Source: an optimization exercise on an open RTL-to-GDS flow (aim: small area). Production flows keep margins and buffers that such runs may drop. In this exercise RTL edits were held to simulation tests only and were not proved equivalent to the original. Power figures rest on the tool's default switching activity, not on a simulated workload.

### config.mk
export PLATFORM = sky130hd
export DESIGN_NAME = axi_s_to_fifos
export DESIGN_NICKNAME = axi_s_to_fifos
export VERILOG_FILES = /design/flow/design.v
export SDC_FILE = /design/flow/constraint.sdc
export NUM_CORES = 4
export LEC_CHECK = 0
export CAP_MARGIN = 20
export CORE_MARGIN = 2
export CORE_UTILIZATION = 80
export SLEW_MARGIN = 20
export SYNTH_HIERARCHICAL = 1
export SYNTH_MINIMUM_KEEP_SIZE = 0
### constraint.sdc
create_clock -name core_clock -period 8.0 [get_ports {clk}]
set_input_delay 1.6000 -clock core_clock [delete_from_list [all_inputs] [get_ports {clk}]]
set_output_delay 1.6000 -clock core_clock [all_outputs]
set_load 0.01 [all_outputs]
### design.v
module axi_s_to_fifos #(
    parameter integer FIFO_DEPTH = 32,
    parameter integer C_DATA_WIDTH = 32
)(
    input  logic                     clk,
    input  logic                     nrst,
    input  logic [31:0]  awaddr,
    input  logic [3:0]               awprot,
    input  logic                     awvalid,
    output logic                     awready,
    input  logic [C_DATA_WIDTH-1:0]  wdata,
    input  logic [C_DATA_WIDTH/8-1:0] wstrb,
    input  logic                     wvalid,
    output logic                     wready,
    output logic [1:0]               bresp,
    output logic                     bvalid,
    input  logic                     bready,
    input  logic [31:0]  araddr,
    input  logic [3:0]               arprot,
    input  logic                     arvalid,
    output logic                     arready,
    output logic [C_DATA_WIDTH-1:0]  rdata,
    output logic [1:0]               rresp,
    output logic                     rvalid,
    input  logic                     rready,
    input logic [C_DATA_WIDTH-1:0]  fifo_wdata,
    output logic                    fifo_full,
    output logic                    fifo_almost_full,
    input logic                     fifo_wena,
    output logic [C_DATA_WIDTH-1:0] fifo_rdata,
    output logic                    fifo_empty,
    output logic                    fifo_almost_empty,
    input logic                     fifo_rena
);
    localparam int IW = $clog2(FIFO_DEPTH);
    localparam int DW = C_DATA_WIDTH;
    logic [DW-1:0] mem_r [0:FIFO_DEPTH-1];
    logic [DW-1:0] mem_w [0:FIFO_DEPTH-1];
    logic [DW-1:0] wdata_reg;
    logic [IW-1:0] wp_r, rp_r;
    logic [IW:0]   cnt_r;
    logic [IW-1:0] wp_w, rp_w;
    logic [IW:0]   cnt_w;
    logic full_r, afull_r, empty_r, aempty_r;
    logic full_w, afull_w, empty_w, aempty_w;
    assign full_r   = cnt_r == FIFO_DEPTH;
    assign afull_r  = cnt_r == FIFO_DEPTH - 1;
    assign empty_r  = cnt_r == 0;
    assign aempty_r = cnt_r == 1;
    assign full_w   = cnt_w == FIFO_DEPTH;
    assign afull_w  = cnt_w == FIFO_DEPTH - 1;
    assign empty_w  = cnt_w == 0;
    assign aempty_w = cnt_w == 1;
    assign fifo_full         = full_r;
    assign fifo_almost_full  = afull_r;
    assign fifo_empty        = empty_w;
    assign fifo_almost_empty = aempty_w;
    assign bresp = 2'b00;
    assign rresp = 2'b00;
    logic rd_wait;           
    logic sel_st, sel_rd;    
    logic rd_pop;            
    logic [3:0] st;          
    wire ar_hs = arvalid && arready;
    wire r_hs  = rvalid && rready;
    wire pop_r = rd_pop && r_hs;
    wire push_r = fifo_wena && !full_r;
    always_ff @(posedge clk or negedge nrst) begin
        if (!nrst) begin
            arready <= 1'b0;
            rvalid  <= 1'b0;
            rd_wait <= 1'b0;
            rd_pop  <= 1'b0;
        end else begin
            if (rd_wait) begin
                rd_wait <= 1'b0;
                rvalid  <= 1'b1;
                rd_pop  <= sel_rd && !empty_r;
            end else if (rvalid) begin
                if (rready) rvalid <= 1'b0;
            end else if (ar_hs) begin
                arready <= 1'b0;
                rd_wait <= 1'b1;
            end else begin
                arready <= 1'b1;
            end
        end
    end
    always_ff @(posedge clk) begin
        if (ar_hs) begin
            sel_st <= araddr[31:2] == 30'd0;
            sel_rd <= araddr[31:2] == 30'd2;
        end
        if (rd_wait)
            st <= sel_st ? {full_w, afull_w, empty_r, aempty_r} : 4'b0;
    end
    logic in_resp;           
    logic pend;              
    wire aw_hs = awvalid && awready;
    wire w_hs  = wvalid && wready;
    wire aw_is_wr = awaddr[31:2] == 30'd1;
    wire push_w = in_resp && pend && !full_w;
    wire pop_w  = fifo_rena && !empty_w;
    always_ff @(posedge clk or negedge nrst) begin
        if (!nrst) begin
            awready <= 1'b0;
            wready  <= 1'b0;
            bvalid  <= 1'b0;
            in_resp <= 1'b0;
            pend    <= 1'b0;
        end else begin
            if (in_resp) begin
                if (push_w) pend <= 1'b0;
                bvalid <= 1'b1;
                if (bready && bvalid) begin
                    bvalid  <= 1'b0;
                    in_resp <= 1'b0;
                    pend    <= 1'b0;
                end
            end else if (!awready && !wready) begin
                awready <= 1'b1;
                wready  <= 1'b1;
            end else begin
                if (aw_hs) begin
                    awready <= 1'b0;
                    pend    <= aw_is_wr;
                end
                if (w_hs)
                    wready <= 1'b0;
                if ((aw_hs || !awready) && (w_hs || !wready))
                    in_resp <= 1'b1;
            end
        end
    end
    always_ff @(posedge clk) begin
        if (w_hs) wdata_reg <= wdata;
    end
    always_ff @(posedge clk or negedge nrst) begin
        if (!nrst) begin
            wp_r  <= '0;
            rp_r  <= '0;
            cnt_r <= '0;
            wp_w  <= '0;
            rp_w  <= '0;
            cnt_w <= '0;
        end else begin
            wp_r  <= wp_r + push_r;
            rp_r  <= rp_r + pop_r;
            cnt_r <= cnt_r + {{IW{pop_r & ~push_r}}, pop_r ^ push_r};
            wp_w  <= wp_w + push_w;
            rp_w  <= rp_w + pop_w;
            cnt_w <= cnt_w + {{IW{pop_w & ~push_w}}, pop_w ^ push_w};
        end
    end
    logic [DW-1:0] rd_r, rd_w;
    logic [FIFO_DEPTH-1:0] sel_r, sel_w;
    logic [FIFO_DEPTH*DW-1:0] flat_r, flat_w;
    always_comb begin
        for (int k = 0; k < FIFO_DEPTH; k++) begin
            sel_r[k] = rd_pop && (rp_r == k[IW-1:0]);
            sel_w[k] = (rp_w == k[IW-1:0]);
            flat_r[k*DW +: DW] = mem_r[k];
            flat_w[k*DW +: DW] = mem_w[k];
        end
    end
    axi_s_to_fifos_ohmux #(.N(FIFO_DEPTH), .W(DW)) u_mux_r (.sel(sel_r), .d(flat_r), .y(rd_r));
    axi_s_to_fifos_ohmux #(.N(FIFO_DEPTH), .W(DW)) u_mux_w (.sel(sel_w), .d(flat_w), .y(rd_w));
    genvar g;
    generate
        for (g = 0; g < FIFO_DEPTH; g++) begin : g_row
            always_ff @(posedge clk) begin
                if (push_r && wp_r == g) mem_r[g] <= fifo_wdata;
                if (push_w && wp_w == g) mem_w[g] <= wdata_reg;
            end
        end
    endgenerate
    assign rdata      = rd_r | {{(DW-4){1'b0}}, st};
    assign fifo_rdata = rd_w;
endmodule
module axi_s_to_fifos_ohmux #(
    parameter integer N = 32,
    parameter integer W = 32
)(
    input  logic [N-1:0]   sel,
    input  logic [N*W-1:0] d,
    output logic [W-1:0]   y
);
    genvar b, k;
    generate
        for (b = 0; b < W; b++) begin : g_bit
            logic [N-1:0] col;
            for (k = 0; k < N; k++) begin : g_col
                assign col[k] = d[k*W + b];
            end
            axi_s_to_fifos_ohmux32 u_bit (.sel(sel), .d(col), .y(y[b]));
        end
    endgenerate
endmodule
module axi_s_to_fifos_ohmux32 (
    input  logic [31:0] sel,
    input  logic [31:0] d,
    output logic        y
);
    logic [10:0] g;
    genvar k;
    generate
        for (k = 0; k < 10; k++) begin : g_aoi
            axi_s_to_fifos_aoi222 u_aoi (
                .a0(sel[3*k]),   .b0(d[3*k]),
                .a1(sel[3*k+1]), .b1(d[3*k+1]),
                .a2(sel[3*k+2]), .b2(d[3*k+2]),
                .y(g[k]));
        end
    endgenerate
    axi_s_to_fifos_aoi22 u_aoi_last (
        .a0(sel[30]), .b0(d[30]),
        .a1(sel[31]), .b1(d[31]),
        .y(g[10]));
    assign y = ~&g;
endmodule
module axi_s_to_fifos_aoi222 (
    input  logic a0, b0, a1, b1, a2, b2,
    output logic y
);
    assign y = ~((a0 & b0) | (a1 & b1) | (a2 & b2));
endmodule
module axi_s_to_fifos_aoi22 (
    input  logic a0, b0, a1, b1,
    output logic y
);
    assign y = ~((a0 & b0) | (a1 & b1));
endmodule
### flow/run.sh
#!/bin/bash
# Standard ORFS layout (the standard.sh, synthesis unchanged) with:
#  - single-stage buf_1 port buffers instead of the default delay buffers
#  - clkbuf_8 leaf clusters of at most 18 sinks, and no dummy loads in CTS
#  - power recovery (downsizing) after global route
set -euo pipefail
export BUFFER_PORTS_ARGS="-buffer_cell sky130_fd_sc_hd__buf_1"
export CTS_ARGS="-sink_clustering_enable -repair_clock_nets -dont_use_dummy_load -buf_list sky130_fd_sc_hd__clkbuf_8 -sink_clustering_size 18 -sink_clustering_max_diameter 40"
export RECOVER_POWER=100
bash standard.sh > standard_run.log 2>&1
### standard.sh
#!/bin/bash
# synth_recipe.tcl (not shown) runs the flow's synth.tcl, then flattens the netlist and writes it again
# the make line also repeats each setting of config.mk as NAME=value (left out here)
make -C /OpenROAD-flow-scripts/flow DESIGN_CONFIG=/design/flow/config.mk WORK_HOME=/design/flow/orfs CLKGATE_MAP_FILE= SYNTH_SCRIPT=/design/flow/synth_recipe.tcl "${@:-finish}"
==> run summary, run 1 <==
* Final net count at about 4.2k
* Reg2reg start: cnt_r[1]
* Ranking of synthesized cells by area: edfxtp_1 (84%), a222oi_1 (8.6%), dfrtp_1 (1.4%), nand4_1 (1.1%), a22oi_2 (1.1%)
* Hold Crit Endpoint: pend
* Final wirelength at 202,600 um
* DIE HEIGHT at 309.3 um
* Post-CTS Setup Bufs at 0
* Gate Count Post-Synth at 3,479
* Via count at between 40k and 50k
* Fail Reasons: max-capacitance violations, max-slew violations
* Reg-to-reg setup timing slack at 3.01 ns
* Power Dens Cells at 276.8 nW/um2
* Top cells by count, synth: edfxtp_1 (2,086), a222oi_1 (640), nand4_1 (137)
* H-tree lvl count at 4
* Max Slew Vio Count at 2,233
* Synthesized area per cell at 21.43 um2
* Yosys cell types at 49
* Crit path from: rd_pop
* YS warnings at 9
* Final Hold Viols at 0
* Hold Path Depth at 1
* Worst-skew pair later-pin latency at about 0.88 ns
* Max IR drop VDD at 0.2778 mV
* Worst Max-Slew Pin Slew at roughly 3.3 ns
* Startpoint Class: register
* GPL Wtd Cong at 0.9320
* Area grow syn2layout at 7.789%
* CTS tree: done
* Slowest stage delay, CP at 1.51 ns
* FF+latch count, synth at 2,127
* Top fanout value on the critical path at 17
* Worst path arrival time at 5.51 ns
* Clock-pin slew on the worst setup and hold paths at 0.07 ns
* Hold slack final at 0.4997 ns
* Fmax at approximately 140 MHz
* RSZ-0062 raised after global routing: false
* Hold Startpoint: pend
* Fill count at between 3k and 4k
* R2r endpoint: mem_r[17][21]
* Post-synth design cell area at approximately 75,000 um2
* Antenna-violating nets left at 0
* Worst Skew at 0.08423 ns
* EDFF count, synth at ~2.1k
* Slowest CP cell: nor2_1
* Setup violators final at 0
* Initial antenna violation count at 14
* PostCTS Resize Cnt at 0
* Min Tclk post-route at slightly above 7 ns
* Prevailing post-synth register cell: edfxtp_1
* FP Rows at 111
* I/O pin total at 226
* Share of layout cells above drive strength 1 at 0.09990
* Critical Path End Type: output port
* Root buf cell: clkbuf_8
* Routed wire per std cell at just under 40 um
* Synth top area share at 0.8401
* Vias/cell at 8.343
* Max-cap check violation count at 84
* Relative slew margins at -1.198
* CTS buffer count at 172
* Reg2Reg Depth at 7
* Worst Path Required at 6.40 ns
* Initial Utilization at 0.8098
* Cell taking the most area after synthesis: edfxtp_1
* Run status: failed layout checks
* # clock sinks at 2,127
* Die width at a little over 300 um
* Vias in the first global route at 43.20k
* Hold Buf Count CTS at 0
* Most common cell in the netlist: edfxtp_1
* GR Overflow Total at 0
* Clk buf depth at 3
* Share of flip-flops with an asynchronous set or reset at 0.01928
* WS Path Type: reg2out
* Crit share post-route at 0.8886
* Post-DP HPWL at about 110,000 um
* DRC Markers at 0
* Leakage power at 0.02428 uW
* Hold Path Class: reg2reg
* Starting DRT DRC Count at around 10k
* Register area share after synthesis at 0.8539
* Largest net degree at the start of global routing at 42
* Crit-path cells: inv_1 > nor2_1 > nand3_1 > nor2_1 > clkbuf_1 > a222oi_1 > nand4_1 > or3_1 > buf_1
* Placeable Area at 92,080 um2
* Most Frequent Cell on Critical Path: nor2_1
* Drt first pass iters at 10
* Die area at 95,660 um2
* Port Buf Inserts at 205
* First-pass GRT wire length at between 200,000 and 300,000 um
* GRT Util Overall at 0.4274
* Setup TNS at 0 ns
## metrics by stage
stage / utilization / area [um2] / instances / worst slack [ns] / total power, uW
after floorplan: - / 74570 / 3482 / 3.012 / 15180
after global placement: 0.8518 / 78440 / 5034 / 3.197 / 17070
after detailed placement: 0.8522 / 78470 / 5036 / 3.159 / 17250
after CTS: 0.8779 / 80840 / 5208 / 2.248 / 22000
after global routing: 0.8728 / 80360 / 5229 / 1.028 / 22670
final: 0.8728 / 80370 / 5232 / 0.8911 / 22250
## logic make-up after synthesis
family                   share of synthesized area
AO/OA/AOI/OAI                              0.09953
XOR/XNOR                                  0.002819
adder cells (fa/ha/maj)                   0.002853
buffers and inverters                     0.002316
flip-flops                                  0.8539
multiplexers                             0.0002853
other                                   0.00005029
AND/OR/NAND/NOR                            0.03829
## worst max-delay path, delay by kind of cell, from the launching register on
| family | cells | cell delay (ns) |
|---|---|---|
| AO/OA/AOI/OAI | 1 | 0.27 |
| buffers and inverters | 3 | 1.48 |
| flip-flops | 1 | 0.49 |
| AND/OR/NAND/NOR | 5 | 2.42 |
## power breakdown
part	leakage (uW)	internal (uW)	switching, uW
Clock	0.00124	1920	3090
Combinational	0.00375	1010	2910
Sequential	0.0193	12900	389
## Yosys stat by module, one instance, submodules excluded, excerpt
module | cells inside | times used | cell area [um2] | flip-flops and latches
axi_s_to_fifos | 2519 | 1 | 65830 | 2127
axi_s_to_fifos_ohmux32 | 4 | 64 | 23.77 | 0
axi_s_to_fifos_aoi22 | 1 | 64 | 12.51 | 0
axi_s_to_fifos_aoi222 | 1 | 640 | 10.01 | 0
## layout by cell type (no fill, tap or decap), types with 13 or more instances in the layout
cell | Yosys | final
dfrtp_1 | 41 | 41
buf_1 | 5 | 169
a22oi_2 | 64 | 60
nor2_2 | 0 | 50
nand2_1 | 19 | 19
nor3_1 | 23 | 13
xnor2_1 | 14 | 14
clkbuf_1 | 20 | 128
edfxtp_1 | 2086 | 2086
nor2_1 | 135 | 49
nand4_1 | 137 | 137
a222oi_1 | 640 | 640
inv_1 | 12 | 13
nor4_1 | 13 | 13
ha_1 | 17 | 17
nand2b_1 | 13 | 13
buf_4 | 4 | 61
clkbuf_8 | 0 | 172
nor2_4 | 0 | 36
or3_1 | 69 | 69
nand3_1 | 81 | 81
## layout make-up
class / instances / area (um2) / share of cell area
inverters: 13 / 48.80 / 0.0006071
diodes: 5 / 12.51 / 0.0001557
clock buffers: 172 / 2367 / 0.02945
well taps: 1243 / 1555 / 0.01935
repair buffers: 359 / 1578 / 0.01963
multi-input cells: 1313 / 11140 / 0.1386
flip-flops and latches: 2127 / 63670 / 0.7922
## per-layer routing
layer	up-vias	global-route usage	share of wire
met5	-	0	0.00045
met1	21000	0.5863	0.31
met2	5089	0.6112	0.44
met4	14	0.1815	0.041
met3	736	0.1902	0.21
li1	16820	-	-
## worst max-delay path by stage
stage	endpoint	slack, ns	cells past startpoint
2_1_floorplan	rdata[0]	3.01	8
5_1_grt	fifo_rdata[30]	1.03	7
3_5_place_dp	rdata[4]	3.16	8
3_3_place_gp	rdata[4]	3.20	7
4_1_cts	rdata[4]	2.25	8
6_report	rdata[20]	0.89	9
==> inputs of run 2 (changes only) <==
==> flow/run.sh (replaced) <==
#!/bin/bash
# Standard ORFS layout (the standard.sh, synthesis unchanged) with:
#  - single-stage buf_1 port buffers instead of the default delay buffers
#  - clkbuf_8 leaf clusters of at most 18 sinks, and no dummy loads in CTS
set -euo pipefail
export BUFFER_PORTS_ARGS="-buffer_cell sky130_fd_sc_hd__buf_1"
export CTS_ARGS="-sink_clustering_enable -repair_clock_nets -dont_use_dummy_load -buf_list sky130_fd_sc_hd__clkbuf_8 -sink_clustering_size 18 -sink_clustering_max_diameter 40"
bash standard.sh > standard_run.log 2>&1
==> run 2 against run 1 <==
  * Now clean on timing, DRC and antenna
  * Synthesized cell count unchanged
  * Critical path depth down 1
  * Clock power about the same
  * Non-clock buffer count is the same
  * Register-to-register slack better by 1.1 ns
  * Sequential share of layout area fell by 0.79 points
  * Global-route usage unchanged
  * Combinational power up 3%
  * Count of clock-buffer cells in the layout did not move
  * Flip-flop and latch count is the same
  * Core utilization rose by 0.88 points
==> run summary, run 2 <==
* Clk buf depth at 3 (unchanged)
* Max-cap check violation count at 0 (was 84)
* Cell area after layout at 81,180 um2 (was 80,370 um2)
* Min Tclk post-route at 5.804 ns (was 7.109 ns)
* WS Path Type: reg2out (unchanged)
* Worst-skew pair later-pin latency at 0.87 ns (was 0.88 ns)
* Worst Skew at 0.07779 ns (was 0.08423 ns)
* Startpoint Class: register (unchanged)
* Top fanout value on the critical path at 32 (was 17)
* Max Slew Vio Count at 0 (was 2,233)
* Setup violators final at 0 (unchanged)
* Run status: finished clean (was failed layout checks)
* Top cells by count, synth: edfxtp_1 (2,086), a222oi_1 (640), nand4_1 (137) (unchanged)
* Leading cell type in the layout, fill and taps excluded: edfxtp_1 (unchanged)
* Die width at 309.3 um (unchanged)
* Prevailing post-synth register cell: edfxtp_1 (unchanged)
* CTS buffer count at 172 (unchanged)
* Via count at 43.54k (was 43.65k)
* Routed wire per std cell at 38.63 um (was 38.73 um)
* Final core occ at 0.8816 (was 0.8728)
* EDFF count, synth at 2,086 (unchanged)
* Power Dens Cells at 275.0 nW/um2 (was 276.8 nW/um2)
* Die area at 95,660 um2 (unchanged)
* DRT met1 WL at 62,230 um (was 61,880 um)
* Ranking of synthesized cells by area: edfxtp_1 (84%), a222oi_1 (8.6%), dfrtp_1 (1.4%), nand4_1 (1.1%), a22oi_2 (1.1%) (unchanged)
* Max IR drop VDD at 0.2782 mV (was 0.2778 mV)
* FP Rows at 111 (unchanged)
* Final net count at 4,152 (unchanged)
* Metal2 WL at 89,620 um (was 89,470 um)
* Register area share after synthesis at 0.8539 (unchanged)
* Commonest non-fill, non-tap cells in the layout: edfxtp_1 (2,086), a222oi_1 (640), buf_1 (176) (was edfxtp_1 (2,086), a222oi_1 (640), clkbuf_8 (172))
* Yosys cell types at 49 (unchanged)
* Hold Buf Count CTS at 0 (unchanged)
* Post-synth design cell area at 74,560 um2 (unchanged)
* Post-CTS Setup Bufs at 0 (unchanged)
* Final Hold Viols at 0 (unchanged)
* Pre-CTS setup slack at 3.159 ns (unchanged)
* H-tree lvl count at 4 (unchanged)
* Final wirelength at 202,100 um (was 202,600 um)
* GRT Util Overall at 0.4274 (unchanged)
* GPL Wtd Cong at 0.9320 (unchanged)
* Placeable Area at 92,080 um2 (unchanged)
* Total Power at 22,320 uW (was 22,250 uW)
* Worst path arrival time at 4.20 ns (was 5.51 ns)
* Leakage power at 0.02484 uW (was 0.02428 uW)
* DRC Markers at 0 (unchanged)
* PostCTS Resize Cnt at 0 (unchanged)
* Fmax at 172.3 MHz (was 140.7 MHz)
* Vias/cell at 8.324 (was 8.343)
* I/O pin total at 226 (unchanged)
* Area grow syn2layout at 8.872% (was 7.789%)
* Clock-pin slew on the worst setup and hold paths at 0.09 ns (was 0.07 ns)
* Worst Max-Slew Pin Slew at 1.183 ns (was 3.297 ns)
* DR WL met3 at 42,220 um (was 42,970 um)
* FF+latch count, synth at 2,127 (unchanged)
* # clock sinks at 2,127 (unchanged)
* Crit share post-route at 0.7255 (was 0.8886)
* Post-DP HPWL at 108,800 um (unchanged)
* Cell taking the most area after synthesis: edfxtp_1 (unchanged)
* Drt first pass iters at 19 (was 10)
* DIE HEIGHT at 309.3 um (unchanged)
* First-pass GRT wire length at 282,400 um (unchanged)
* Initial Utilization at 0.8098 (unchanged)
* Worst Path Required at 6.40 ns (about the same)
* Vias in the first global route at 43.20k (unchanged)
* CTS tree: done (unchanged)
* Synth top area share at 0.8401 (unchanged)
* Share of flip-flops with an asynchronous set or reset at 0.01928 (unchanged)
* Setup TNS at 0 ns (unchanged)
* Max Used Layer: met5 (unchanged)
* Initial antenna violation count at 14 (unchanged)
* Antenna-violating nets left at 0 (unchanged)
* Most common cell in the netlist: edfxtp_1 (unchanged)
* Root buf cell: clkbuf_8 (unchanged)
* Largest net degree at the start of global routing at 42 (unchanged)
* GR Overflow Total at 0 (unchanged)
* Relative slew margins at 0.2116 (was -1.198)
* YS warnings at 9 (unchanged)
* Gate Count Post-Synth at 3,479 (unchanged)
* Total placed instance area at 78,470 um2 (unchanged)
* Final WS setup at 2.196 ns (was 0.8911 ns)
* Critical Path End Type: output port (unchanged)
* Starting DRT DRC Count at 10.32k (was 9,987)
* Synthesized area per cell at 21.43 um2 (unchanged)
* Share of layout cells above drive strength 1 at 0.1406 (was 0.09990)
* RSZ-0062 raised after global routing: false (unchanged)
* Hold Path Class: reg2reg (unchanged)
* Port Buf Inserts at 205 (unchanged)
## run 2: where the power goes
group	switching, uW	leakage, uW	total [uW]	internal [uW]
clock network	3090	0.00124	5000	1920
logic	2950	0.00432	4030	1080
registers	397	0.0193	13300	12900
total	6430	0.0248	22300	15900
## run 2: worst paths after layout
path                           from        end  slack, ns  cells after the start
max                         rp_r[0]  rdata[30]       2.20                      8
min                            pend       pend       0.50                      1
max reg2reg                cnt_r[1]   cnt_r[5]       4.11                      9
min reg2reg                    pend       pend       0.50                      1
max in group asynchronous      nrst    rp_r[4]       6.71                      2
min in group asynchronous      nrst     rvalid       0.84                      2
## run 2: logic make-up (layout without fill, tap and decap cells)
logic type / count (synthesis) / after routing / share of synthesized area
DFF: 2127 / 2127 / 0.8539
adders and majority gates: 17 / 17 / 0.002853
xor gates and xnor gates: 24 / 24 / 0.002819
buffers and inverters: 42 / 544 / 0.002316
other: 1 / 8 / 0.00005029
AOI/OAI and AO/OA: 735 / 735 / 0.09953
and+or+nand+nor: 531 / 531 / 0.03829
muxes: 2 / 2 / 0.0002853
## run 2: modules after synthesis, one instance, submodules excluded, a selection
module	copies in the design	flops+latches	cells
axi_s_to_fifos_aoi222	640	0	1
axi_s_to_fifos_ohmux32	64	0	4
axi_s_to_fifos	1	2127	2519
axi_s_to_fifos_aoi22	64	0	1
## run 2: routing by layer
metal | vias to the layer above | GRT usage
met1 | 21070 | 0.5863
met4 | 14 | 0.1815
li1 | 16800 | -
met2 | 4972 | 0.6112
met3 | 689 | 0.1902
met5 | - | 0
## run 2: critical path, cell delays in order (launching register included)
cell and delay (ns):
dfrtp_1 0.63, nand2b_1 0.37, or3_1 0.30, nor2_2 0.04
buf_4 0.31, a222oi_1 0.66, nand4_1 0.40, or3_1 0.50
buf_1 0.16
## run 2: cell type report
type                            instances  area, um2
Timing Repair Buffer                  359       2128
Antenna cell                            4      10.01
Inverter                               13      48.80
Fill cell                            3419      10900
Tap cell                             1243       1555
Sequential cell                      2127      63670
Multi-Input combinational cell       1313      11400
Clock buffer                          172       2367
## run 2: stage by stage
stage	hold slack, ns	instances
after floorplan	0.4641	3482
after detailed placement	0.4950	5036
after CTS	0.5064	5208
final	0.5003	5231
after global routing	0.5370	5229
after global placement	0.4744	5034
==> inputs of run 3 (changes only) <==
--- a/design.v
+++ b/design.v
@@ -153,24 +153,45 @@
         end
     end
     logic [DW-1:0] rd_r, rd_w;
-    logic [FIFO_DEPTH-1:0] sel_r, sel_w;
+    logic [FIFO_DEPTH-1:0] sel_r, sel_w, we_r, we_w;
     logic [FIFO_DEPTH*DW-1:0] flat_r, flat_w;
+    logic [7:0] sel_r_lo, sel_w_lo, we_r_lo, we_w_lo;
+    logic [3:0] sel_r_hi, sel_w_hi, we_r_hi, we_w_hi;
     always_comb begin
+        for (int j = 0; j < 8; j++) begin
+            sel_r_lo[j] = rd_pop && (rp_r[2:0] == j[2:0]);
+            sel_w_lo[j] = (rp_w[2:0] == j[2:0]);
+            we_r_lo[j]  = push_r && (wp_r[2:0] == j[2:0]);
+            we_w_lo[j]  = push_w && (wp_w[2:0] == j[2:0]);
+        end
+        for (int i = 0; i < 4; i++) begin
+            sel_r_hi[i] = (rp_r[4:3] == i[1:0]);
+            sel_w_hi[i] = (rp_w[4:3] == i[1:0]);
+            we_r_hi[i]  = (wp_r[4:3] == i[1:0]);
+            we_w_hi[i]  = (wp_w[4:3] == i[1:0]);
+        end
         for (int k = 0; k < FIFO_DEPTH; k++) begin
-            sel_r[k] = rd_pop && (rp_r == k[IW-1:0]);
-            sel_w[k] = (rp_w == k[IW-1:0]);
             flat_r[k*DW +: DW] = mem_r[k];
             flat_w[k*DW +: DW] = mem_w[k];
         end
     end
+    genvar gd;
+    generate
+        for (gd = 0; gd < FIFO_DEPTH; gd++) begin : g_dec
+            axi_s_to_fifos_and2 u_sel_r (.a(sel_r_lo[gd % 8]), .b(sel_r_hi[gd / 8]), .y(sel_r[gd]));
+            axi_s_to_fifos_and2 u_sel_w (.a(sel_w_lo[gd % 8]), .b(sel_w_hi[gd / 8]), .y(sel_w[gd]));
+            axi_s_to_fifos_and2 u_we_r  (.a(we_r_lo[gd % 8]),  .b(we_r_hi[gd / 8]),  .y(we_r[gd]));
+            axi_s_to_fifos_and2 u_we_w  (.a(we_w_lo[gd % 8]),  .b(we_w_hi[gd / 8]),  .y(we_w[gd]));
+        end
+    endgenerate
     axi_s_to_fifos_ohmux #(.N(FIFO_DEPTH), .W(DW)) u_mux_r (.sel(sel_r), .d(flat_r), .y(rd_r));
     axi_s_to_fifos_ohmux #(.N(FIFO_DEPTH), .W(DW)) u_mux_w (.sel(sel_w), .d(flat_w), .y(rd_w));
     genvar g;
     generate
         for (g = 0; g < FIFO_DEPTH; g++) begin : g_row
             always_ff @(posedge clk) begin
-                if (push_r && wp_r == g) mem_r[g] <= fifo_wdata;
-                if (push_w && wp_w == g) mem_w[g] <= wdata_reg;
+                if (we_r[g]) mem_r[g] <= fifo_wdata;
+                if (we_w[g]) mem_w[g] <= wdata_reg;
             end
         end
     endgenerate
@@ -201,7 +222,7 @@
     input  logic [31:0] d,
     output logic        y
 );
-    logic [10:0] g;
+    logic [9:0] g;
     genvar k;
     generate
         for (k = 0; k < 10; k++) begin : g_aoi
@@ -212,11 +233,10 @@
                 .y(g[k]));
         end
     endgenerate
-    axi_s_to_fifos_aoi22 u_aoi_last (
-        .a0(sel[30]), .b0(d[30]),
-        .a1(sel[31]), .b1(d[31]),
-        .y(g[10]));
-    assign y = ~&g;
+    logic [1:0] h;
+    axi_s_to_fifos_nand2 u_n30 (.a(sel[30]), .b(d[30]), .y(h[0]));
+    axi_s_to_fifos_nand2 u_n31 (.a(sel[31]), .b(d[31]), .y(h[1]));
+    assign y = ~&{g[9:0], h};
 endmodule
 module axi_s_to_fifos_aoi222 (
     input  logic a0, b0, a1, b1, a2, b2,
@@ -224,9 +244,15 @@
 );
     assign y = ~((a0 & b0) | (a1 & b1) | (a2 & b2));
 endmodule
-module axi_s_to_fifos_aoi22 (
-    input  logic a0, b0, a1, b1,
+module axi_s_to_fifos_nand2 (
+    input  logic a, b,
     output logic y
 );
-    assign y = ~((a0 & b0) | (a1 & b1));
-endmodule
+    assign y = ~(a & b);
+endmodule
+module axi_s_to_fifos_and2 (
+    input  logic a, b,
+    output logic y
+);
+    assign y = a & b;
+endmodule
--- a/config.mk
+++ b/config.mk
@@ -7,7 +7,7 @@
 export LEC_CHECK = 0
 export CAP_MARGIN = 20
 export CORE_MARGIN = 2
-export CORE_UTILIZATION = 80
+export CORE_UTILIZATION = 86
 export SLEW_MARGIN = 20
 export SYNTH_HIERARCHICAL = 1
 export SYNTH_MINIMUM_KEEP_SIZE = 0
==> run 3 against run 2 <==
  * The run now fails in global routing (5_1_grt)
  * Synthesized cell count is 1.4% higher
  * Synthesized area hardly changed
==> run summary, run 3 <==
* Port Buf Inserts at 205 (unchanged)
* Clk buf depth at 3 (unchanged)
* DIE HEIGHT at 298.4 um (was 309.3 um)
* Compound-Gate Fraction of Synth Area at 0.08906 (was 0.09953)
* PostCTS Resize Cnt at 0 (unchanged)
* Post-synth design cell area at 74,560 um2 (about the same)
* Failed at: global routing (5_1_grt)
* Ranking of synthesized cells by area: edfxtp_1 (84%), a222oi_1 (8.6%), nand4_1 (1.7%), dfrtp_1 (1.4%), and2_1 (1.1%) (was edfxtp_1 (84%), a222oi_1 (8.6%), dfrtp_1 (1.4%), nand4_1 (1.1%), a22oi_2 (1.1%))
* Yosys cell types at 51 (was 49)
* Prevailing post-synth register cell: edfxtp_1 (unchanged)
* Synthesized area per cell at 21.14 um2 (was 21.43 um2)
* GPL Wtd Cong at 0.8869 (was 0.9320)
* Synth Area in Adders at 0.002685 (was 0.002853)
* Post-CTS Setup Bufs at 0 (unchanged)
* Root buf cell: clkbuf_8 (unchanged)
* Largest net degree at the start of global routing at 42
* Initial Utilization at 0.8715 (was 0.8098)
* CTS buffer count at 165 (was 172)
* Register area share after synthesis at 0.8539 (about the same)
* H-tree lvl count at 4 (unchanged)
* Top cells by count, synth: edfxtp_1 (2,086), a222oi_1 (640), nand4_1 (197) (was edfxtp_1 (2,086), a222oi_1 (640), nand4_1 (137))
* FP Rows at 107 (was 111)
* Die width at 298.4 um (was 309.3 um)
* YS warnings at 9 (unchanged)
* FF+latch count, synth at 2,127 (unchanged)
* EDFF count, synth at 2,086 (unchanged)
* Synth top area share at 0.8402 (was 0.8401)
* Share of flip-flops with an asynchronous set or reset at 0.01928 (unchanged)
* I/O pin total at 226 (unchanged)
* XOR/XNOR Fraction of Synth Area at 0.003054 (was 0.002819)
* Mux cell area share after synthesis at 0.0002853 (about the same)
* Post-DP HPWL at 108,200 um (was 108,800 um)
* Error: [ERROR DPL-0033] detailed placement checks failed during check placement.
* Largest family of logic cells by synthesized area: compound AO/OA/AOI/OAI gates (unchanged)
* Run status: stopped before the end (was finished clean)
* Hold Buf Count CTS at 0 (unchanged)
* Gate Count Post-Synth at 3,527 (was 3,479)
* Simple-Gate Fraction of Synth Area at 0.04872 (was 0.03829)
* Cell taking the most area after synthesis: edfxtp_1 (unchanged)
* Initial antenna violation count at 11
* # clock sinks at 2,127 (unchanged)
* Most common cell in the netlist: edfxtp_1 (unchanged)
==> run 3: logic make-up after synthesis <==
logic type               Yosys count
flip-flops                      2127
AO/OA/AOI/OAI                    671
AND/OR/NAND/NOR                  646
buffers and inverters             38
XOR/XNOR                          26
adder cells (fa/ha/maj)           16
multiplexers                       2
other                              1
==> run 3: worst min-delay path by stage <==
stage / start / end / depth (start not counted)
floorplan: cnt_w[5] / cnt_w[5] / 1
global placement: cnt_w[5] / cnt_w[5] / 1
detailed placement: cnt_w[5] / cnt_w[5] / 1
CTS: cnt_w[5] / cnt_w[5] / 1
==> run 3: metrics by stage <==
| stage | hold slack (ns) | instance area (um2) | cells | setup slack [ns] | util |
|---|---|---|---|---|---|
| 3_3_place_gp | 0.4880 | 77340 | 4939 | 3.660 | 0.9040 |
| 3_5_place_dp | 0.5106 | 77340 | 4939 | 3.447 | 0.9040 |
| 4_1_cts | 0.5230 | 79610 | 5104 | 2.355 | 0.9306 |
| 2_1_floorplan | 0.4686 | 74570 | 3530 | 4.107 | - |
==> run 3: per-module statistics from Yosys (local to each module, per instance), excerpt <==
module                  flops+latches  copies in the design  cells  cell area [um2]
axi_s_to_fifos_nand2                0                   128      1            3.754
axi_s_to_fifos                   2127                     1   2375            65270
axi_s_to_fifos_ohmux32              0                    64      4            25.02
axi_s_to_fifos_and2                 0                   128      1            6.256
axi_s_to_fifos_aoi222               0                   640      1            10.01
==> run 3: power groups by stage <==
stage | sequential (uW) | clock, uW | combinational, uW
after floorplan | 13400 | 0 | 1740
after global placement | 13500 | 0 | 3000
after detailed placement | 13600 | 0 | 3150
after CTS | 13400 | 5020 | 3260
==> inputs of run 4 (changes only) <==
--- a/config.mk
+++ b/config.mk
@@ -7,7 +7,7 @@
 export LEC_CHECK = 0
 export CAP_MARGIN = 20
 export CORE_MARGIN = 2
-export CORE_UTILIZATION = 86
+export CORE_UTILIZATION = 80
 export SLEW_MARGIN = 20
 export SYNTH_HIERARCHICAL = 1
 export SYNTH_MINIMUM_KEEP_SIZE = 0
==> run 4 against run 3 <==
  * Now clean on timing, DRC and antenna
  * Synthesized cell count is the same
  * Synthesized area is the same
==> run summary, run 4 <==
* Run status: finished clean (was stopped before the end)
* Hold Crit Endpoint: cnt_w[5]
* Leading cell type in the layout, fill and taps excluded: edfxtp_1
* Gate Count Post-Synth at 3,527 (unchanged)
* Top fanout value on the critical path at 18
* NetSw at 5798 uW
* Clock-pin slew on the worst setup and hold paths at 0.07 ns
* Crit-path cells: nor2b_1 > and2_1 > buf_4 > a222oi_1 > nand4_1 > or3_1 > buf_1
* Worst Path Required at 6.40 ns
* Comb power frac at 0.154
* Worst Skew at approximately 0.061 ns
* Footprint of the multi-input gates at 10,840 um2
* Relative slew margins at 0.1670
* Initial antenna violation count at 5
* Vias in the first global route at 42.62k
* FF+latch count, synth at 2,127 (unchanged)
* GR Overflow Total at 0
* Final net count at 4,129
* Register area share after synthesis at 0.8539 (unchanged)
* Synth top area share at 0.8402 (unchanged)
* PostCTS Resize Cnt at 0 (unchanged)
* FP Rows at 111 (was 107)
* R2r endpoint: cnt_w[4]
* Share of layout cells above drive strength 1 at 0.08783
* Root buf cell: clkbuf_8 (unchanged)
* Starting DRT DRC Count at about 11k
* Total placed instance area at 77,440 um2 (was 77,340 um2)
* GRT Util Overall at 0.4005
* Hold Path Depth at 1
* Yosys cell types at 51 (unchanged)
* Worst-skew pair later-pin latency at 0.88 ns
* CTS tree: done
* Area grow syn2layout at 7.147%
* Via count at 42.53k
* Drt first pass iters at 10
* EDFF count, synth at 2,086 (unchanged)
* Hold Path Class: reg2reg
* Clock power frac at 0.229
* Final wirelength at 189,700 um
* Fill count at 3,681
* CTS buffer count at 169 (was 165)
* Die area at 95,650 um2
* WS Path Type: reg2out
* Worst Max-Slew Pin Slew at 1.249 ns
* Max Slew Vio Count at 0
* Setup violators final at 0
* Max IR drop VDD at 0.2582 mV
* Post-synth design cell area at 74,560 um2 (unchanged)
* Ranking of synthesized cells by area: edfxtp_1 (84%), a222oi_1 (8.6%), nand4_1 (1.7%), dfrtp_1 (1.4%), and2_1 (1.1%) (unchanged)
* Reg2reg start: cnt_w[2]
* Crit share post-route at 0.6957
* Power Dens Cells at 270.1 nW/um2
* H-tree lvl count at 4 (unchanged)
* Prevailing post-synth register cell: edfxtp_1 (unchanged)
* First-pass GRT wire length at 269,000 um
* DIE HEIGHT at 309.3 um (was 298.4 um)
* Slowest CP cell: and2_1
* Commonest non-fill, non-tap cells in the layout: edfxtp_1 (2,086), a222oi_1 (640), nand4_1 (197)
* Reg-to-reg setup timing slack at 4.58 ns
* Initial Utilization at 0.8097 (was 0.8715)
* Switching Share at 0.2687
* RSZ-0062 raised after global routing: false
* Startpoint Class: register
* Post-CTS Setup Bufs at 0 (unchanged)
* I/O pin total at 226 (unchanged)
* DRC Markers at 0
* Fmax at 179.7 MHz
* Reg2Reg Depth at 8
* Port Buf Inserts at 205 (unchanged)
* Antenna-violating nets left at 0
* Int Pwr at 15,780 uW
* Register area at 63,670 um2
* Top cells by count, synth: edfxtp_1 (2,086), a222oi_1 (640), nand4_1 (197) (unchanged)
* GPL Wtd Cong at 0.8412 (was 0.8869)
* Die width at 309.3 um (was 298.4 um)
* Share of flip-flops with an asynchronous set or reset at 0.01928 (unchanged)
* Routed wire per std cell at 36.43 um
* Setup TNS at 0 ns
* YS warnings at 9 (unchanged)
* Post-DP HPWL at 102,200 um (was 108,200 um)
* Final Hold Viols at 0
* Min Tclk post-route at 5.566 ns
* Slowest stage delay, CP at 0.90 ns
* Worst path arrival time at 3.97 ns
* Largest net degree at the start of global routing at 42
* Vias/cell at 8.166
* Placeable Area at 92,080 um2
* Hold Startpoint: cnt_w[5]
* Clk buf depth at 3 (unchanged)
* Seq pwr share at 0.617
* Total Power at 21,580 uW
* Cell area after layout at 79,890 um2
* Leakage power at 0.02454 uW
* Hold Buf Count CTS at 0 (unchanged)
* Cell taking the most area after synthesis: edfxtp_1 (unchanged)
* Max-cap check violation count at 0
* # clock sinks at 2,127 (unchanged)
* Most common cell in the netlist: edfxtp_1 (unchanged)
* Critical Path End Type: output port
* Synthesized area per cell at 21.14 um2 (unchanged)
==> run 4: cell counts after synthesis <==
No cell type changed its count.
==> run 4: how the worst max path moves through the flow <==
| stage | cells past startpoint | from | endpoint |
|---|---|---|---|
| after detailed placement | 7 | rp_w[2] | fifo_rdata[4] |
| after floorplan | 8 | rp_r[2] | rdata[0] |
| after CTS | 7 | rp_w[2] | fifo_rdata[4] |
| final | 7 | rp_w[4] | fifo_rdata[4] |
| after global placement | 7 | rp_w[2] | fifo_rdata[4] |
| after global routing | 7 | rp_w[4] | fifo_rdata[25] |
==> run 4: stage by stage <==
stage | hold slack (ns) | instances | utilization | worst slack, ns
2_1_floorplan | 0.4686 | 3530 | - | 4.107
3_3_place_gp | 0.4866 | 5032 | 0.8409 | 3.554
3_5_place_dp | 0.5028 | 5033 | 0.8410 | 3.470
4_1_cts | 0.5164 | 5202 | 0.8663 | 2.532
5_1_grt | 0.5324 | 5207 | 0.8675 | 2.370
6_report | 0.5174 | 5208 | 0.8676 | 2.434
==> run 4: critical path, delay by kind of cell (launching register included) <==
family	cells	cell delay, ns
and+or+nand+nor	4	1.81
DFF	1	0.42
AOI/OAI and AO/OA	1	0.15
buffers and inverters	2	0.71
==> run 4: kinds of logic after synthesis <==
logic type | Yosys count | share of synthesized area
DFF | 2127 | 0.8539
AOI/OAI and AO/OA | 671 | 0.08906
and+or+nand+nor | 646 | 0.04872
buffers and inverters | 38 | 0.002215
xor gates and xnor gates | 26 | 0.003054
adders and majority gates | 16 | 0.002685
muxes | 2 | 0.0002853
other | 1 | 0.00005030
==> run 4: power groups by stage <==
| stage | sequential, uW | combinational [uW] | clock, uW |
|---|---|---|---|
| 2_1_floorplan | 13400 | 1740 | 0 |
| 3_3_place_gp | 13500 | 3070 | 0 |
| 3_5_place_dp | 13600 | 3180 | 0 |
| 4_1_cts | 13300 | 3200 | 4930 |
| 5_1_grt | 13400 | 3430 | 5270 |
| 6_report | 13300 | 3320 | 4930 |
==> run 4: layout make-up <==
class,instances,share of cell area
inverter,19,0.0008928
multi-input combinational,1365,0.1357
tap,1243,0.01947
antenna,3,0.00009397
sequential,2127,0.7970
timing repair buffer,282,0.01773
clock buffer,169,0.02912
==> run 4: layer usage <==
| metal | global-route usage | wire length [um] |
|---|---|---|
| met1 | 0.5693 | 60820 |
| met2 | 0.5959 | 87360 |
| met3 | 0.1199 | 33990 |
| met4 | 0.1750 | 7540 |
| met5 | 0.002022 | 30 |
==> run 4: per-module statistics from Yosys, one instance, submodules excluded, excerpt <==
module                  cells  cell area (um2)  times used  flip-flops and latches
axi_s_to_fifos_ohmux32      4            25.02          64                       0
axi_s_to_fifos_nand2        1            3.754         128                       0
axi_s_to_fifos_and2         1            6.256         128                       0
axi_s_to_fifos           2375            65270           1                    2127
axi_s_to_fifos_aoi222       1            10.01         640                       0
==> inputs of run 5 (changes only) <==
--- a/config.mk
+++ b/config.mk
@@ -5,9 +5,9 @@
 export SDC_FILE = /design/flow/constraint.sdc
 export NUM_CORES = 4
 export LEC_CHECK = 0
-export CAP_MARGIN = 20
+export CAP_MARGIN = 5
 export CORE_MARGIN = 2
-export CORE_UTILIZATION = 80
-export SLEW_MARGIN = 20
+export CORE_UTILIZATION = 82
+export SLEW_MARGIN = 5
 export SYNTH_HIERARCHICAL = 1
 export SYNTH_MINIMUM_KEEP_SIZE = 0
==> run 5 against run 4 <==
  * Critical path depth rose by 2
  * Count of clock-buffer cells in the layout grew 8
  * Still clean on timing, DRC and antenna
  * Critical endpoint is now rdata[2]
  * Total power increased by 0.53%
  * Wire length decreased by 0.72%
==> run summary, run 5 <==
* YS warnings at 9 (unchanged)
* Slowest stage delay, CP at 0.60 ns (was 0.90 ns)
* CTS tree: done (unchanged)
* GR Overflow Total at 0 (unchanged)
* Cell taking the most area after synthesis: edfxtp_1 (unchanged)
* Synth top area share at 0.8402 (unchanged)
* Worst path arrival time at 3.89 ns (was 3.97 ns)
* Ranking of synthesized cells by area: edfxtp_1 (84%), a222oi_1 (8.6%), nand4_1 (1.7%), dfrtp_1 (1.4%), and2_1 (1.1%) (unchanged)
* Relative slew margins at 0.1367 (was 0.1670)
* Final Hold Viols at 0 (unchanged)
* CTS buffer count at 177 (was 169)
* Final wirelength at 188,400 um (was 189,700 um)
* Largest net degree at the start of global routing at 42 (unchanged)
* Total placed instance area at 77,340 um2 (was 77,440 um2)
* Top fanout value on the critical path at 32 (was 18)
* Register area share after synthesis at 0.8539 (unchanged)
* Port Buf Inserts at 205 (unchanged)
* Hold slack final at 0.4856 ns (was 0.5174 ns)
* Max Slew Vio Count at 0 (unchanged)
* RSZ-0062 raised after global routing: false (unchanged)
* Antenna-violating nets left at 0 (unchanged)
* Commonest non-fill, non-tap cells in the layout: edfxtp_1 (2,086), a222oi_1 (640), nand4_1 (197) (unchanged)
* Die area at 93,350 um2 (was 95,650 um2)
* WS Path Type: reg2out (unchanged)
* Final net count at 4,134 (was 4,129)
* Setup violators final at 0 (unchanged)
* Via count at 42.68k (was 42.53k)
* Placeable Area at 90,010 um2 (was 92,080 um2)
* I/O pin total at 226 (unchanged)
* Final WS setup at 2.506 ns (was 2.434 ns)
* Prevailing post-synth register cell: edfxtp_1 (unchanged)
* DRC Markers at 0 (unchanged)
* Max IR drop VDD at 0.2296 mV (was 0.2582 mV)
* Met2 Use GR at 0.6123 (was 0.5959)
* Busiest grt layer: met2 (unchanged)
* Routed wire per std cell at 36.61 um (was 36.43 um)
* Initial antenna violation count at 6 (was 5)
* Root buf cell: clkbuf_8 (unchanged)
* Worst Skew at 0.07069 ns (was 0.06108 ns)
* Run status: finished clean (unchanged)
* Gate Count Post-Synth at 3,527 (unchanged)
* Vias/cell at 8.294 (was 8.166)
* Fmax at 182.0 MHz (was 179.7 MHz)
* Crit share post-route at 0.6868 (was 0.6957)
* Cell area after layout at 79,820 um2 (was 79,890 um2)
* Worst-skew pair later-pin latency at 0.89 ns (was 0.88 ns)
* Final core occ at 0.8868 (was 0.8676)
* Leading cell type in the layout, fill and taps excluded: edfxtp_1 (unchanged)
* Critical Path End Type: output port (unchanged)
* Share of layout cells above drive strength 1 at 0.08470 (was 0.08783)
* Max-cap check violation count at 0 (unchanged)
* EDFF count, synth at 2,086 (unchanged)
* GRT Util Overall at 0.4061 (was 0.4005)
* Drt first pass iters at 10 (unchanged)
* Yosys cell types at 51 (unchanged)
* First-pass GRT wire length at 269,900 um (was 269,000 um)
* Starting DRT DRC Count at 10.38k (was 10.64k)
* Post-CTS Setup Bufs at 0 (unchanged)
* Vias in the first global route at 43.29k (was 42.62k)
* Slowest CP cell: a222oi_1 (was and2_1)
* Clock-pin slew on the worst setup and hold paths at 0.10 ns (was 0.07 ns)
* Post-DP HPWL at 101,000 um (was 102,200 um)
* Most common cell in the netlist: edfxtp_1 (unchanged)
* WP buf/inv at 2 (unchanged)
* PostCTS Resize Cnt at 0 (unchanged)
* Setup TNS at 0 ns (unchanged)
* H-tree lvl count at 4 (unchanged)
* # clock sinks at 2,127 (unchanged)
* DIE HEIGHT at 305.5 um (was 309.3 um)
* Hold Path Class: reg2reg (unchanged)
* FP Rows at 110 (was 111)
* Post-synth design cell area at 74,560 um2 (unchanged)
* Synthesized area per cell at 21.14 um2 (unchanged)
* Clk buf depth at 3 (unchanged)
* Min Tclk post-route at 5.494 ns (was 5.566 ns)
* Top cells by count, synth: edfxtp_1 (2,086), a222oi_1 (640), nand4_1 (197) (unchanged)
* Power Dens Cells at 271.8 nW/um2 (was 270.1 nW/um2)
* GRT met3 Usage at 0.1177 (was 0.1199)
* GPL Wtd Cong at 0.8387 (was 0.8412)
* Startpoint Class: register (unchanged)
* Share of flip-flops with an asynchronous set or reset at 0.01928 (unchanged)
* Area grow syn2layout at 7.059% (was 7.147%)
* Worst Max-Slew Pin Slew at 1.295 ns (was 1.249 ns)
* Crit-path cells: nand2b_1 > nor2_1 > and2_1 > buf_4 > a222oi_1 > nand4_1 > or3_1 > or2_2 > buf_1 (was nor2b_1 > and2_1 > buf_4 > a222oi_1 > nand4_1 > or3_1 > buf_1)
* Worst Path Required at 6.40 ns (about the same)
* Pre-CTS setup slack at 3.526 ns (was 3.470 ns)
* Leakage power at 0.02451 uW (was 0.02454 uW)
* Die width at 305.5 um (was 309.3 um)
* FF+latch count, synth at 2,127 (unchanged)
* Initial Utilization at 0.8283 (was 0.8097)
* Hold Buf Count CTS at 0 (unchanged)
* CP delay by family, top: simple AND/OR/NAND/NOR gates (unchanged)
* Grt met1 use at 0.5723 (was 0.5693)
==> run 5: cell counts after synthesis <==
Identical to the previous run, type by type.
==> run 5: stage by stage <==
step | total power [uW] | std cells
after floorplan | 15100 | 3530
after global placement | 16530 | 4965
after detailed placement | 16710 | 4965
after CTS | 21560 | 5142
after global routing | 22170 | 5144
final | 21690 | 5146
==> run 5: cell type report <==
class / instances / area [um2]
fill: 3260 / 10190
timing repair buffer: 279 / 1350
sequential: 2127 / 63670
inverter: 19 / 71.32
clock buffer: 177 / 2436
tap: 1176 / 1471
antenna: 3 / 7.507
multi-input combinational: 1365 / 10820
==> run 5: worst paths after layout <==
check	to	depth (start not counted)	startpoint	slack, ns
max in group asynchronous	wready	1	nrst	6.35
setup reg to reg	cnt_w[4]	8	cnt_w[2]	4.71
hold / removal	awready	1	wready	0.49
setup / recovery	rdata[2]	9	rp_r[2]	2.51
hold reg to reg	awready	1	wready	0.49
min in group asynchronous	cnt_r[2]	1	nrst	0.93
==> run 5: cells by family after synthesis <==
| kind of cell | Yosys count | synth area share |
|---|---|---|
| mux | 2 | 0.0002853 |
| simple gates | 646 | 0.04872 |
| other cells | 1 | 0.00005030 |
| compound gates | 671 | 0.08906 |
| buf+inv | 38 | 0.002215 |
| flops | 2127 | 0.8539 |
| xor+xnor | 26 | 0.003054 |
| fa+ha+maj | 16 | 0.002685 |
==> run 5: report_power, final <==
group / leakage (uW) / switching (uW) / internal, uW / total (uW)
Combinational: 0.00395 / 2270 / 1010 / 3280
Sequential: 0.0193 / 458 / 12900 / 13300
Clock: 0.00127 / 3100 / 1970 / 5070
Total: 0.0245 / 5830 / 15900 / 21700
==> run 5: layer usage <==
layer  wire [um]  vias to the layer above  share of wire
met5          36                        -        0.00019
met4        8521                        6          0.045
met3       34220                      653           0.18
met2       86890                     4822           0.46
met1       58710                    20460           0.31
li1            -                    16740              -
==> run 5: per-module statistics from Yosys, one instance, submodules excluded, a selection <==
module | cell area (um2) | flops+latches
axi_s_to_fifos_aoi222 | 10.01 | 0
axi_s_to_fifos_ohmux32 | 25.02 | 0
axi_s_to_fifos | 65270 | 2127
axi_s_to_fifos_nand2 | 3.754 | 0
axi_s_to_fifos_and2 | 6.256 | 0
==> inputs of run 6 (changes only) <==
==> flow/run.sh (replaced) <==
#!/bin/bash
# Standard ORFS layout (the standard.sh, synthesis unchanged) with:
#  - single-stage buf_1 port buffers instead of the default delay buffers
#  - clkbuf_8 leaf clusters of at most 20 sinks within 50 um, and no dummy loads in CTS
set -euo pipefail
export BUFFER_PORTS_ARGS="-buffer_cell sky130_fd_sc_hd__buf_1"
export CTS_ARGS="-sink_clustering_enable -repair_clock_nets -dont_use_dummy_load -buf_list sky130_fd_sc_hd__clkbuf_8 -sink_clustering_size 20 -sink_clustering_max_diameter 50"
bash standard.sh > standard_run.log 2>&1
--- a/config.mk
+++ b/config.mk
@@ -5,9 +5,9 @@
 export SDC_FILE = /design/flow/constraint.sdc
 export NUM_CORES = 4
 export LEC_CHECK = 0
-export CAP_MARGIN = 5
+export CAP_MARGIN = 20
 export CORE_MARGIN = 2
-export CORE_UTILIZATION = 82
-export SLEW_MARGIN = 5
+export CORE_UTILIZATION = 80
+export SLEW_MARGIN = 20
 export SYNTH_HIERARCHICAL = 1
 export SYNTH_MINIMUM_KEEP_SIZE = 0
==> run 6 against run 5 <==
  * Final cell count increased by 0.70%
  * Core utilization decreased by 2.3 points
  * Flip-flop and latch count unchanged
  * Clock skew decreased by 0.0089 ns
  * Combinational power increased by 1%
  * Worst setup slack got worse by 0.062 ns
  * Sequential share of layout area increased by 0.25 points
  * Largest cell class unchanged
==> run summary, run 6 <==
* EDFF count, synth at 2,086 (unchanged)
* CTS buffer count at 142 (was 177)
* FF+latch count, synth at 2,127 (unchanged)
* Final wirelength at 189,400 um (was 188,400 um)
* Hold Crit Endpoint: cnt_w[5] (was awready)
* Largest net degree at the start of global routing at 42 (unchanged)
* Hold Path Depth at 1 (unchanged)
* Vias/cell at 8.195 (was 8.294)
* WP buf/inv at 2 (unchanged)
* FP Rows at 111 (was 110)
* Hold Path Class: reg2reg (unchanged)
* DIE HEIGHT at 309.3 um (was 305.5 um)
* Fmax at 180.0 MHz (was 182.0 MHz)
* First-pass GRT wire length at 268,200 um (was 269,900 um)
* Slowest stage delay, CP at 0.53 ns (was 0.60 ns)
* Post-synth design cell area at 74,560 um2 (unchanged)
* CTS tree: done (unchanged)
* YS warnings at 9 (unchanged)
* Max IR drop VDD at 0.2797 mV (was 0.2296 mV)
* Gate Count Post-Synth at 3,527 (unchanged)
* Final Hold Viols at 0 (unchanged)
* Cell taking the most area after synthesis: edfxtp_1 (unchanged)
* DRC Markers at 0 (unchanged)
* Initial Utilization at 0.8097 (was 0.8283)
* Share of layout cells above drive strength 1 at 0.08228 (was 0.08470)
* Slowest CP cell: dfrtp_1 (was a222oi_1)
* Most common cell in the netlist: edfxtp_1 (unchanged)
* Worst Skew at 0.06179 ns (was 0.07069 ns)
* Pre-CTS setup slack at 3.470 ns (was 3.526 ns)
* Via count at 42.47k (was 42.68k)
* Vias in the first global route at 42.33k (was 43.29k)
* Post-CTS Setup Bufs at 0 (unchanged)
* Synth top area share at 0.8402 (unchanged)
* Run status: finished clean (unchanged)
* Worst path arrival time at 3.96 ns (was 3.89 ns)
* Relative slew margins at 0.1743 (was 0.1367)
* Max-cap check violation count at 0 (unchanged)
* Synthesized area per cell at 21.14 um2 (unchanged)
* GRT Util Overall at 0.3986 (was 0.4061)
* I/O pin total at 226 (unchanged)
* Worst-skew pair later-pin latency at 0.87 ns (was 0.89 ns)
* Ranking of synthesized cells by area: edfxtp_1 (84%), a222oi_1 (8.6%), nand4_1 (1.7%), dfrtp_1 (1.4%), and2_1 (1.1%) (unchanged)
* Area grow syn2layout at 6.730% (was 7.059%)
* Register area share after synthesis at 0.8539 (unchanged)
* Top fanout value on the critical path at 18 (was 32)
* WS Path Type: reg2out (unchanged)
* Share of flip-flops with an asynchronous set or reset at 0.01928 (unchanged)
* Post-DP HPWL at 102,200 um (was 101,000 um)
* Min Tclk post-route at 5.556 ns (was 5.494 ns)
* RSZ-0062 raised after global routing: false (unchanged)
* Routed wire per std cell at 36.55 um (was 36.61 um)
* Die area at 95,650 um2 (was 93,350 um2)
* # clock sinks at 2,127 (unchanged)
* R2r endpoint: cnt_w[4] (unchanged)
* Clock-pin slew on the worst setup and hold paths at 0.11 ns (was 0.10 ns)
* Prevailing post-synth register cell: edfxtp_1 (unchanged)
* H-tree lvl count at 4 (unchanged)
* Crit-path cells: and3b_1 > and2_1 > buf_4 > a222oi_1 > nand4_1 > or3_1 > buf_1 (was nand2b_1 > nor2_1 > and2_1 > buf_4 > a222oi_1 > nand4_1 > or3_1 > or2_2 > buf_1)
* Root buf cell: clkbuf_8 (unchanged)
* Final net count at 4,105 (was 4,134)
* Setup violators final at 0 (unchanged)
* Yosys cell types at 51 (unchanged)
* Worst Path Required at 6.40 ns (about the same)
* Placeable Area at 92,080 um2 (was 90,010 um2)
* Reg2reg start: cnt_w[2] (unchanged)
* Crit share post-route at 0.6945 (was 0.6868)
* Reg2Reg Depth at 8 (unchanged)
* Worst Max-Slew Pin Slew at 1.239 ns (was 1.295 ns)
* Antenna-violating nets left at 0 (unchanged)
* Port Buf Inserts at 205 (unchanged)
* Max Slew Vio Count at 0 (unchanged)
* PostCTS Resize Cnt at 0 (unchanged)
* GR Overflow Total at 0 (unchanged)
* Final WS setup at 2.444 ns (was 2.506 ns)
* Fill count at 3,683 (was 3,260)
* Setup TNS at 0 ns (unchanged)
* Commonest non-fill, non-tap cells in the layout: edfxtp_1 (2,086), a222oi_1 (640), nand4_1 (197) (unchanged)
* Critical Path End Type: output port (unchanged)
* Startpoint Class: register (unchanged)
* Starting DRT DRC Count at 10.35k (was 10.38k)
* Top cells by count, synth: edfxtp_1 (2,086), a222oi_1 (640), nand4_1 (197) (unchanged)
* Hold Buf Count CTS at 0 (unchanged)
* Clk buf depth at 3 (unchanged)
* Leakage power at 0.02437 uW (was 0.02451 uW)
* Reg-to-reg setup timing slack at 4.54 ns (was 4.71 ns)
* Hold Startpoint: cnt_w[5] (was wready)
* GPL Wtd Cong at 0.8412 (was 0.8387)
* CP delay by family, top: simple AND/OR/NAND/NOR gates (unchanged)
* Initial antenna violation count at 6 (unchanged)
* Die width at 309.3 um (was 305.5 um)
* Drt first pass iters at 11 (was 10)
* Leading cell type in the layout, fill and taps excluded: edfxtp_1 (unchanged)
* Power Dens Cells at 266.8 nW/um2 (was 271.8 nW/um2)
run 6: cell type report:
class,instances,area [um2],share of cell area
Clock buffer,142,1954,0.02456
Inverter,19,71.32,0.0008963
Multi-Input combinational cell,1365,10840,0.1362
Timing Repair Buffer,285,1484,0.01865
Sequential cell,2127,63670,0.8001
Antenna cell,1,2.502,0.00003145
Tap cell,1243,1555,0.01954
run 6: worst max path at each step:
stage / start / to / slack (ns) / cells past startpoint
global route: rp_w[3] / fifo_rdata[25] / 2.35 / 7
global placement: rp_w[2] / fifo_rdata[4] / 3.55 / 7
finish: rp_w[2] / fifo_rdata[4] / 2.44 / 7
CTS: rp_w[2] / fifo_rdata[4] / 2.53 / 7
floorplan: rp_r[2] / rdata[0] / 4.11 / 8
detailed placement: rp_w[2] / fifo_rdata[4] / 3.47 / 7
run 6: per-module statistics from Yosys, one instance, submodules excluded, excerpt:
module | flops+latches | area (um2)
axi_s_to_fifos | 2127 | 65270
axi_s_to_fifos_ohmux32 | 0 | 25.02
axi_s_to_fifos_nand2 | 0 | 3.754
axi_s_to_fifos_and2 | 0 | 6.256
axi_s_to_fifos_aoi222 | 0 | 10.01
run 6: per-layer routing:
metal  share of wire  GRT usage  vias up  wire length [um]
li1                -          -    16680                 -
met1            0.32     0.5675    20760             61260
met2            0.46     0.5944     4439             87000
met3            0.17     0.1160      579             33030
met4           0.043     0.1749        8              8052
met5         0.00024          0        -                45
run 6: logic make-up after synthesis:
family	count (synthesis)	share of synthesized area
flops	2127	0.8539
compound gates	671	0.08906
simple gates	646	0.04872
buf+inv	38	0.002215
xor+xnor	26	0.003054
fa+ha+maj	16	0.002685
mux	2	0.0002853
other cells	1	0.00005030
run 6: per-stage QoR:
step,hold WS [ns],util,total power (uW),instance area [um2],instances
after global placement,0.4866,0.8409,16560,77430,5032
after detailed placement,0.5028,0.8410,16750,77440,5033
after CTS,0.5221,0.8622,21090,79390,5175
after floorplan,0.4686,-,15100,74570,3530
after global routing,0.5398,0.8642,21700,79570,5182
final,0.5217,0.8642,21230,79570,5182
run 6: worst reg2reg max path, stage by stage (launching register included):
cell	delay (ns)
dfrtp_1	0.53
or4_4	0.63
o311ai_4	0.47
ha_1	0.52
xor2_1	0.13
ha_1	0.26
o311ai_0	0.54
a21oi_1	0.12
xnor2_1	0.15
run 6: where the power goes:
group	switching (uW)	internal [uW]	leakage, uW
combinational	2310	1020	0.00407
clock	2990	1600	0.00102
sequential	439	12900	0.0193

## separate check: timing with driven ports
Ports are ideal in the flow. The routed layouts listed here were re-timed in OpenROAD.
Step 1 sets driving cells, clkbuf_16 on the clock port and buf_2 on the other inputs (assumed; they add their load-dependent delay and slew).
Step 2, shift: input delay + t, output delay - t, t = (earliest + latest rising clock arrival at the registers) / 2. This alone moves slack from input paths to output paths.
Slacks: ideal / step 1 / step 2; pairs: ideal / step 1.
run | t (ns) | setup WS [ns] | worst setup path after step 2
run 1 | 0.917 | 0.891 / 0.813 / 1.731 | register to output
run 2 | 0.912 | 2.196 / 2.121 / 3.034 | register to output
run 4 | 0.923 | 2.434 / 2.363 / 3.286 | register to output
run 5 | 0.921 | 2.506 / 2.435 / 3.356 | register to output
run 6 | 0.916 | 2.444 / 2.373 / 3.289 | register to output
